Source: an optimization exercise on an open RTL-to-GDS flow (aim: small area, a short achievable clock period and few clock cycles). Production flows keep margins and buffers that such runs may drop. Only simulation tests tie the RTL to the original design; equivalence was not proved. Power and IR drop assume default switching activity.

==> flow/design.v (excerpt) <==
module LASER (
input CLK,
input RST,
input [3:0] X,
input [3:0] Y,
output [3:0] C1X,
output [3:0] C1Y,
output [3:0] C2X,
output [3:0] C2Y,
output reg DONE);
localparam S_LOAD = 3'd0, S_SCAN = 3'd1, S_DRAIN = 3'd2, S_PRE = 3'd3, S_LABEL = 3'd4, S_DONE = 3'd5, S_FILL = 3'd6, S_DRAIN2 = 3'd7;
reg [2:0] state;
reg [5:0] ld_cnt;
reg [3:0] row;           
reg [3:0] nrow;          
reg [3:0] rx [0:39];
reg [3:0] ry [0:39];
reg       rl [0:39];
reg [3:0] rlo [0:39];
reg [3:0] rhi [0:39];
reg        s2_valid;
reg [3:0]  s2_row;
reg [5:0]  cnt_r [0:15];
reg [5:0]  M, Mp1, Mp2;
reg [7:0]  B, Bp;
integer i, j;
assign C1X = B[3:0];
assign C1Y = B[7:4];
assign C2X = Bp[3:0];
assign C2Y = Bp[7:4];
wire labeling = (state == S_LABEL);
wire loading = (state == S_LOAD);
wire [15:0] bx_oh = 16'd1 << B[3:0];
wire [3:0] in_x [0:39];
wire [3:0] in_y [0:39];
wire       in_l [0:39];
wire [39:0] inside_b;
genvar gi, gj;
generate
for (gi = 0; gi < 40; gi = gi + 1) begin : rin
	if (gi == 0) begin : first
		assign in_x[gi] = loading ? X : rx[39];
		assign in_y[gi] = loading ? Y : ry[39];
		assign in_l[gi] = loading ? 1'b0 : labeling ? inside_b[39] : rl[39];
	end else begin : rest
  ...
Settings: LEC_CHECK=0, ABC_CLOCK_PERIOD_IN_PS=4000, CAP_MARGIN=20, CORE_MARGIN=2, CORE_UTILIZATION=55, SLEW_MARGIN=20; clock period 10.0 ns.
standard.sh (not shown) runs the stock make flow with config.mk's settings and CLKGATE_MAP_FILE= SYNTH_SCRIPT=/design/flow/synth_recipe.tcl, a recipe that flattens the netlist after the stock synthesis.
==> flow/flow/run.sh <==
#!/bin/bash
# The standard layout, with timing repair aiming further below the clock period
# (the constraints are unchanged). make's full output goes to layout.log.
set -euo pipefail
bash standard.sh SETUP_SLACK_MARGIN=6 finish > layout.log 2>&1
The baseline passed the timing, DRC and antenna checks.
Testbench counts at the start, summed over its fixed seeds: cycles 5,031.
Change:
Settings changed: CORE_UTILIZATION 55 to 40.
Effect: The changed run completed without violations. Clock power stays flat. Synthesized area stays the same. Core utilization goes down by 17 points. Routed wire length rises by 3.1%. Combinational power barely changes. Setup slack is worse by 0.020 ns. Critical path depth goes down by 2. Final area goes up by 1.3%.


LASER, a different RTL version from the one above (not shown whole).
Size in the first run: ~940 flip-flops, ~27 I/O pins, ~67000 um^2 of cells after synthesis.
## LASER
module LASER (
input CLK,
input RST,
input [3:0] X,
input [3:0] Y,
output [3:0] C1X,
output [3:0] C1Y,
output [3:0] C2X,
output [3:0] C2Y,
output reg DONE);
==> flow/config.mk <==
export PLATFORM = sky130hd
export DESIGN_NAME = LASER
export DESIGN_NICKNAME = LASER
export VERILOG_FILES = /design/flow/design.v
export SDC_FILE = /design/flow/constraint.sdc
export NUM_CORES = 4
export LEC_CHECK = 0
export ABC_CLOCK_PERIOD_IN_PS = 4000
export CAP_MARGIN = 20
export CORE_MARGIN = 2
export CORE_UTILIZATION = 55
export SLEW_MARGIN = 20
==> flow/constraint.sdc <==
create_clock -name core_clock -period 10.0 [get_ports {CLK}]
set_input_delay 2.0000 -clock core_clock [delete_from_list [all_inputs] [get_ports {CLK}]]
set_output_delay 2.0000 -clock core_clock [all_outputs]
set_load 0.01 [all_outputs]
Scripts as last shown in full above: flow/flow/run.sh
Testbench counts at the start, summed over its fixed seeds: cycles 4,928.
Then changed:
--- a/flow/flow/run.sh
+++ b/flow/flow/run.sh
@@ -5 +5 @@
-bash standard.sh SETUP_SLACK_MARGIN=6 finish > layout.log 2>&1
+bash standard.sh SETUP_SLACK_MARGIN=5.75 finish > layout.log 2>&1
The new run went through all stages and came out clean.
Global-route usage fell by 1.1 points.
Worst hold slack barely changes.
Core utilization fell by 6.0 points.
Total power goes down by 5.6%.
Clock-buffer cell count came out higher by 6.
Clock power is lower by 5.4%.
Die area stays the same.
Worst setup slack gets worse by 28 ps.
Cell area drops by 9.0%.
Then changed:
--- a/flow/flow/run.sh
+++ b/flow/flow/run.sh
@@ -5 +5 @@
-bash standard.sh SETUP_SLACK_MARGIN=5.75 finish > layout.log 2>&1
+bash standard.sh SETUP_SLACK_MARGIN=5.5 finish > layout.log 2>&1
Result: The new run produced a clean layout. Fmax went down by about 4.5%. Power went down by 0.87%. Design area went down by about 1.2%. Via count went down by 0.67%. Die area does not change. Core utilization went down by 0.73 points. Setup slack degrades by 200 ps.


Another version of the RTL of LASER (not shown whole).
Size in the first run: about 950 flip-flops, ~27 I/O pins, ~67000 um^2 of cells after synthesis.
Settings: LEC_CHECK=0, ABC_CLOCK_PERIOD_IN_PS=4000, CAP_MARGIN=5, CORE_MARGIN=2, CORE_UTILIZATION=55, SLEW_MARGIN=5; clock period 10.0 ns.
==> flow/flow/run.sh <==
#!/bin/bash
# The standard layout, with timing repair aiming further below the clock period
# (the constraints are unchanged). make's full output goes to layout.log.
set -euo pipefail
bash standard.sh SETUP_SLACK_MARGIN=5.75 finish > layout.log 2>&1
Testbench counts at the start, summed over its fixed seeds: cycles 4,798.
Then changed:
CAP_MARGIN = 20   (was 5)
SLEW_MARGIN = 20   (was 5)
TNS_END_PERCENT = 10   (was unset)
=>
- via count hardly moves
- first-iteration DRC count is higher by about 2%
- maximum frequency is lower by 3.9%
- die area is unchanged
- clock skew rose by 0.011 ns
- design area goes down by about 1.3%
- routed wire length is about the same
- sequential power barely changes
Then changed:
TNS_END_PERCENT = unset   (was 10)
=>
- total power grows by 0.30%
- synthesized cell count stays the same
- flip-flop and latch count does not change
- count of clock-buffer cells in the layout decreases by 4
- first-iteration DRC count goes up by 2.2%
- die area does not change
- hold slack is about the same
- utilization grows by 0.59 points
- via count rose by 0.34%
- sequential share of layout area is lower by 0.17 points
- worst setup slack is better by 0.13 ns

separate check: timing with driven ports:
The flow's constraints put no driver on any port. The routed layouts listed below were extracted and timed again, unchanged, in two steps.
Step 1: set_driving_cell puts a clkbuf_16 on CLK and a buf_2 on each other input, an assumption about the parent block.
Step 2 also shifts input and output timing later by t, the mid clock arrival at the registers, as if the neighbouring blocks saw the same clock.
Three values: ideal, step 1, step 2; two values: the first two.
| run | t, ns | setup slack, ns | clock arrival spread, ns |
|---|---|---|---|
| the first run of note 1 | 0.800 | 5.803 / 5.803 / 5.803 | 0.034 / 0.035 |
| the second run of note 1 | 0.818 | 5.783 / 5.783 / 5.783 | 0.044 / 0.044 |
| the first run of note 2 | 0.799 | 5.819 / 5.819 / 5.819 | 0.033 / 0.033 |
| the second run of note 2 | 0.782 | 5.792 / 5.792 / 5.792 | 0.022 / 0.023 |
| the third run of note 2 | 0.790 | 5.591 / 5.591 / 5.591 | 0.036 / 0.036 |
| the first run of note 3 | 0.792 | 5.822 / 5.822 / 5.631 | 0.028 / 0.028 |
| the second run of note 3 | 0.814 | 5.654 / 5.654 / 5.613 | 0.040 / 0.040 |
| the third run of note 3 | 0.810 | 5.784 / 5.784 / 5.641 | 0.031 / 0.030 |
After both steps setup and hold are still met in every run listed. The setup slack of the first run of note 3, which loses most, moves by 0.000 ns with the drivers and by -0.191 ns with both steps.
